What follows belongs to an exercise in optimizing a design on an open flow for small area and a short achievable clock period; a production flow would make more cautious choices. Function was checked by simulation only, so behaviour that the tests miss may differ from the original. Power is estimated from default activity; no workload was simulated.

`flow/constraint.sdc`:
```
create_clock -name core_clock -period 11.0 [get_ports {clk}]
set_input_delay 2.2000 -clock core_clock [delete_from_list [all_inputs] [get_ports {clk}]]
set_output_delay 2.2000 -clock core_clock [all_outputs]
set_load 0.01 [all_outputs]
```
`flow/config.mk`:
```
export PLATFORM = sky130hd
export DESIGN_NAME = top
export DESIGN_NICKNAME = top
export VERILOG_FILES = /design/flow/design.v
export SDC_FILE = /design/flow/constraint.sdc
export NUM_CORES = 4
export LEC_CHECK = 0
export CAP_MARGIN = 20
export CORE_MARGIN = 2
export CORE_UTILIZATION = 22
export GPL_ROUTABILITY_DRIVEN = 1
export PLACE_DENSITY = 0.28
export SLEW_MARGIN = 20
```
`flow/run.sh`:
```
#!/bin/bash
# synth_recipe.tcl (not shown) runs the flow's synth.tcl, then flattens the netlist and writes it again
# the make line also repeats each setting of config.mk as NAME=value (left out here)
make -C /OpenROAD-flow-scripts/flow DESIGN_CONFIG=/design/flow/config.mk WORK_HOME=/design/flow/orfs CLKGATE_MAP_FILE= SYNTH_SCRIPT=/design/flow/synth_recipe.tcl finish
```
`flow/design.v`:
```
module ALU(
input logic[31:0] SrcA,
input logic[31:0] SrcB,
input logic[2:0] ALUControl,
output logic[31:0] ALUResult
);
always_comb
	case(ALUControl)
	2:	ALUResult = SrcA + SrcB;
	6:	ALUResult = SrcA - SrcB;
	default: ALUResult = 32'b0000_0000_0000_0000_0000_0000_0000_0000;
endcase
endmodule
module MUX_ALUSrc(
  input logic ALUSrc,
  input logic[31:0] RD2, SignImm,
  output logic[31:0] SrcB);
 always_comb begin
   if(ALUSrc)      SrcB <= SignImm;
  else             SrcB <= RD2;
  end
endmodule
module MUX_MemtoReg(
  input logic MemtoReg,
  input logic[31:0] ALUResult,
  input logic[31:0] RD,
  output logic[31:0] MemtoReg_out
);
always_comb begin
  if(MemtoReg)      MemtoReg_out <= RD;
  else              MemtoReg_out <= ALUResult;
  end
endmodule
module MUX_RegDst(
  input logic RegDst,
  input logic[4:0] instr2016,
  input logic[4:0] instr1511,
  output logic[4:0] WriteReg
);
always_comb begin
  if(RegDst)      WriteReg <= instr1511;
  else            WriteReg <= instr2016;
  end
endmodule
module data_memory(
input logic clk, rst,
input logic[31:0] A,
input logic[31:0] WD,
input logic WE,
output logic[31:0] RD,
output logic[31:0] prode
);
reg[31:0] registers[31:0];
assign prode = registers[A[4:0]];
always@(posedge clk or negedge rst)
begin
	if(!rst) begin
		for(int i =0; i <32; i++) begin
			registers[i] <= i;
		end
	end
	else if(WE) 
    registers[A[4:0]] <= WD;
    end
    always_comb begin
    RD <= registers[A[4:0]];
    end
endmodule
module instruction_register(
  input logic clk, rst,
  input logic[31:0] instr,
  output logic[31:0] RD);
  always@(posedge clk) begin
    if(rst)
      RD <= instr;
  end
endmodule
module register_file(input logic clk, rst,
input logic[4:0] A1, A2, A3,
input logic[31:0] WD3,
input logic WE3,
output logic[31:0] RD1,
output logic[31:0] RD2,
output logic [31:0] probe
);
reg[31:0] registers[31:0];
assign probe = registers[A3];
always@(posedge clk or negedge rst)
begin
	if(!rst) begin
		for(int i =0; i <32; i++) begin
			registers[i] <= i;
		end
	end
	else  	if(WE3) 
			registers[A3] <= WD3;
end
always_comb begin
		RD1 <= registers[A1];
		RD2 <= registers[A2];
		end
endmodule
module sign_extend(
  input logic[15:0] Imm,
  output logic[31:0] SignImm
);
  assign SignImm[15:0] = Imm[15:0];
  assign SignImm[31:16] = {Imm[15], Imm[15], Imm[15], Imm[15], Imm[15], Imm[15], Imm[15], Imm[15], Imm[15], Imm[15], Imm[15], Imm[15], Imm[15], Imm[15], Imm[15], Imm[15]};
endmodule
module PC(
  input logic clk, rst,
  input logic[31:0] instr,
  input logic RegWrite, MemWrite,
  output logic[31:0] prode_register_file, prode_data_memory);
  logic[31:0] RD,MemtoReg_out, SrcA, SignImm, SrcB, ALUResult, RD2, readData;
  logic[4:0] A3;
  instruction_register instruction_register( clk, rst, instr, RD);
  MUX_RegDst MUX_RegDst(RD[31],RD[20:16],RD[15:11], A3);
  register_file register_file(clk, rst, RD[25:21], RD[20:16], A3, MemtoReg_out, RegWrite, SrcA, RD2, prode_register_file);
  sign_extend sign_extend( RD[15:0], SignImm);
  MUX_ALUSrc MUX_ALUSrc(RD[30], RD2, SignImm, SrcB);
  ALU ALU(SrcA, SrcB, RD[29:27], ALUResult);
 data_memory data_memory(clk, rst, ALUResult,  RD2, MemWrite, readData, prode_data_memory);
  MUX_MemtoReg MUX_MemtoReg(RD[31], ALUResult, readData, MemtoReg_out);
endmodule
module ssd(input logic[31:0] regs, data,
			output logic r0, r1, r2, r3 , r4, r5, r6, d0, d1, d2, d3, d4, d5, d6);
			assign r0 = !(regs == 0 || regs == 2 || regs ==3 || regs == 5 || regs == 6 || regs == 7||regs == 8 || regs == 9 || regs == 10 || regs == 14 || regs == 15);
			assign r1 = !(regs == 0 || regs == 1 || regs ==2 || regs ==3 || regs == 4 || regs == 7||regs == 8 || regs == 9 || regs == 10 || regs == 12 ||regs == 13 );
			assign r2 = !(regs == 0 || regs == 1 || regs ==3 || regs == 4 || regs == 5 || regs == 6 || regs == 7||regs == 8 || regs == 9 || regs == 10 || regs == 11 ||regs == 13);
			assign r3 = !(regs == 0 || regs == 2 || regs ==3 || regs == 5 || regs == 6 || regs == 8 || regs == 11 || regs == 12 ||regs == 13 || regs == 14);
			assign r4 = !(regs == 0 || regs == 2 || regs == 6 || regs == 8 ||  regs == 10 || regs == 11 || regs == 12 ||regs == 13 || regs == 14 || regs == 15);
			assign r5 = !(regs == 0 || regs == 4 || regs == 5 || regs ==6 || regs == 8 || regs == 9 || regs == 10 || regs == 11 || regs == 14 || regs == 15);
			assign r6 = !(regs == 2 || regs ==3 || regs == 4 || regs == 5 || regs == 6 || regs == 8 || regs == 9 || regs == 10 || regs == 11 || regs == 12 ||regs == 13 || regs == 14 || regs == 15);
			assign d0 = !(data == 0 || data == 2 || data ==3 || data == 5 || data == 6 || data == 7||data == 8 || data == 9 || data == 10 || data == 14 || data == 15);
			assign d1 = !(data == 0 || data == 1 || data ==2 || data ==3 || data == 4 || data == 7||data == 8 || data == 9 || data == 10 || data == 12 ||data == 13 );
			assign d2 = !(data == 0 || data == 1 || data ==3 || data == 4 || data == 5 || data == 6 || data == 7||data == 8 || data == 9 || data == 10 || data == 11 ||data == 13);
			assign d3 = !(data == 0 || data == 2 || data ==3 || data == 5 || data == 6 || data == 8 || data == 11 || data == 12 ||data == 13 || data == 14);
			assign d4 = !(data == 0 || data == 2 || data == 6 || data == 8 ||  data == 10 || data == 11 || data == 12 ||data == 13 || data == 14 || data == 15);
			assign d5 = !(data == 0 || data == 4 || data == 5 || data == 6 || data == 8 || data == 9 || data == 10 || data == 11 || data == 14 || data == 15);
			assign d6 = !(data == 2 || data == 3 || data == 4 || data == 5 || data == 6 || data == 8 || data == 9 || data == 10 || data == 11 || data == 12 ||data == 13 || data == 14 || data == 15);
endmodule
module top(
  input logic clk, rst,
  input logic[31:0] instr,
  input logic RegWrite, MemWrite,
  output logic[31:0] prode_register_file, prode_data_memory,
  output logic r0, r1, r2, r3 , r4, r5, r6, d0, d1, d2, d3, d4, d5, d6);
  PC PC(clk, rst, instr, RegWrite, MemWrite, prode_register_file, prode_data_memory);
  ssd printer(prode_register_file, prode_data_memory, r0, r1, r2, r3 , r4, r5, r6, d0, d1, d2, d3, d4, d5, d6);
endmodule
```
==> impl_metrics.ini <==
[floorplanning]
dieArea_um2 = 491000
initial_utilization = 0.221
die_w_um = 700
io_pins = 114
rows = 255
core-area_um2 = 483000
die_h_um = 700

[clock_tree]
clkTransAtPathRegs_ps = 60
cts_tree = done
hold_buffers = 0
htree_levels = 5
clock-sinks = 2079
cts_buffer_depth = 4
cts_root_buffer = clkbuf_16
clock_latency_ps = 990
cts_buffers = 286

[synthesis]
ys.flop_type = dfrtp_1
synthArstFlopShare = 0.985
ys_seq_elements = 2079
netlist_instances = 11600
synthesis.nets = 11600
synth_edf_count = 31
syn_area_um2 = 107000
synthDistinctLibCells = 99
avgSynthCellArea_um2 = 9.22
yosys_warnings = 9
ys_seq_area_frac = 0.491

[grt]
grt_max_degree = 141
antenna_found_initial = 103
grt_pass1_vias = 104000
grt_pass1_wl_um = 1100000
grt_usage = 0.337
grt.overflow.total = 0

[finish]
utilization = 0.273
drive_gt1_frac = 0.202
layout_common_cells = 1905 x nand2_1, 1888 x dfrtp_1, 1707 x o21ai_0, 783 x buf_4, 639 x a22oi_1
finalNetCount = 11800
final_cells = 18400
syn_to_final_growth_pct = 23.4
fin_area_um2 = 132000
layout_commonest_cell = nand2_1

[placed_design]
hpwl_um = 557000
detailed_place.area_um2 = 121000
gp_congestion = 0.935
port_buffers = 112
placed_cells = 17800

[detailed_routing]
antenna_left = 0
avgViaCountPerCell = 5.90
num_vias = 109000
wl_per_cell_um = 46.2
drc = 0
drt_iter0_drc = 14400
first_pass_iters = 10
wirelength_um = 852000

[worst_setup_path]
cp_common_cell = buf_4
critPathRequiredTime_ps = 8800
worstPathMaxFanout = 25
r2r_slack_ps = 1220
crit_type = reg2out
cpMaxStageDelayCell = or4_4
cp-end-kind = output port
startpoint = PC.instruction_register.RD[17]
cp_slowest_stage_delay_ps = 570
cp_top_family = simple AND/OR/NAND/NOR gates
cp.arrival_ps = 8730
crit_path_start_kind = flop
r2r_start = PC.instruction_register.RD[20]
cp_num_buf_inv = 11

[power]
seqPwrFrac = 0.369
comb_power_share = 0.290
leakage_uw = 0.0545
vdd_drop_max_v = 0.000118
power.internal_uw = 17100
p_clk_frac = 0.341
p_sw_uw = 11600
swShare = 0.404
power_density_nw_per_um2 = 218

[sta]
period_minus_slack_ps = 10930
relSlewSlack = 0.138
period_share = 0.994
hold_viol = 0
tightest_slew_ps = 1290
fin_hold_ws_ps = 472
finalSetupTns_ps = 0
fmax_mhz = 91.5
fin_worst_skew_ps = 50.7
setup_violations = 0
final_max_slew_viol_count = 0

[min_path]
hp-start = PC.data_memory.registers[24][5]
hold_path.class = reg2reg

[flow_run]
cap_violations = 0

[run_status]
status = no timing/DRC/antenna violations
-- cells by family after synthesis --
logic type / after synthesis / share of synthesized area
compound gates: 3905 / 0.240
xor+xnor: 46 / 0.00378
fa+ha+maj: 33 / 0.00394
buf+inv: 1166 / 0.0433
flops: 2079 / 0.491
mux: 548 / 0.0567
simple gates: 3797 / 0.162
-- power groups by stage --
stage,registers (uW),clock network (uW),logic (uW)
6_report,10600,9800,8330
3_5_place_dp,10600,0,8010
2_1_floorplan,9830,0,3230
4_1_cts,10500,9990,8220
5_1_grt,10700,10300,8610
3_3_place_gp,10600,0,7950
-- path summary, 6_finish.rpt --
kind | end | cells after the start
worst max-delay path | d3 | 31
worst min-delay path | PC.data_memory.registers[24][5] | 2
worst max register to register | PC.register_file.registers[20][31] | 28
worst min register to register | PC.data_memory.registers[24][5] | 2
max in group asynchronous | PC.data_memory.registers[24][10] | 3
min in group asynchronous | PC.register_file.registers[5][23] | 1
-- through the flow --
| stage | setup slack [ps] | total power [uW] |
|---|---|---|
| 2_1_floorplan | 2180 | 13100 |
| 3_3_place_gp | -144 | 18600 |
| 3_5_place_dp | -108 | 18600 |
| 4_1_cts | 5.96 | 28700 |
| 5_1_grt | -10.4 | 29500 |
| 6_report | 68.0 | 28700 |
-- cells in the mapped netlist, drive strengths merged (27+ instances only) --
cell        n  area (um2)
a2111oi    89         845
a21boi     33         248
a21oi     326        1640
a221o      28         280
a221oi    303        2650
a222oi     73         731
a22o      241        2110
a22oi     662        4970
a31oi      42         263
a32oi      35         307
and3      229        1430
buf       184         938
clkbuf    955        3580
dfrtp    1888       47200
dfstp     160        4200
edfxtp     31         931
ha         32         400
inv        27         101
mux2      445        5010
mux2i     103        1040
nand2    1983        7440
nand3     515        2580
nand4     274        1710
nor2      370        1390
nor3      179         911
nor4       62         400
o2111ai    28         245
o21a       31         233
o21ai    1753        8890
o22ai      44         282
-- final cells by class --
class | count | area [um2]
well taps | 6425 | 8040
inverters | 27 | 101
repair buffers | 1004 | 9070
clock inverters | 78 | 917
fillers | 51100 | 351000
flip-flops and latches | 2079 | 52400
clock buffers | 434 | 8590
multi-input cells | 8330 | 52500
diodes | 68 | 170
-- what timing repair did --
action,CTS,global route
setup endpoints to repair,31,7
buffers inserted,37,7
gates resized for setup,126,33
pin swaps,26,20
gates cloned,1,0
-- sequential cells by signal, summed over array words and instances (netlist names) --
signal,cells
PC.register_file.registers,1024
PC.instruction_register.RD,31
PC.data_memory.registers,1024
-- per-layer routing --
layer	global-route usage	vias to the layer above	wire length [um]
li1	-	43400	-
met5	0.00137	-	501
met2	0.545	6247	391000
met4	0.192	46	56700
met1	0.422	57000	344000
met3	0.0606	2063	58900
-- worst reg2reg max path: cells and delay by family (launching register included) --
kind                       cells  cell delay (ps)
xor gates and xnor gates       1              220
adders and majority gates      1              280
and+or+nand+nor                6             2660
buffers and inverters          5             1770
DFF                            1              320
AOI/OAI and AO/OA             15             4400

-- static timing again, ports no longer ideal --
No port has a modelled driver above. Below, the same layout with a new extraction and two added sets of constraints.
Step 1 (the two cells are an assumption about what drives the block):
set clk [get_ports {clk}]
set_driving_cell -lib_cell sky130_fd_sc_hd__clkbuf_16 $clk
set_driving_cell -lib_cell sky130_fd_sc_hd__buf_2 [delete_from_list [all_inputs] $clk]
Step 2 adds t to the input delays and takes it off the output delays; t is the mean of the earliest and latest rising clock arrival at the registers after step 1. Input paths then give back, and output paths get back, about the clock's delay inside the block.
a / b / c = no drivers / after step 1 / after step 2; a / b = the first two.
t (ns): 1.081
setup slack, ns: 0.068 / -0.049 / 1.032
worst hold slack (ns): 0.472 / 0.472 / 0.472
worst data-port slew with drivers (ns): 0.09
After both steps setup and hold are still met in this run. For this run, drivers alone change the setup slack by -0.117 ns; drivers and shift together by +0.964 ns.
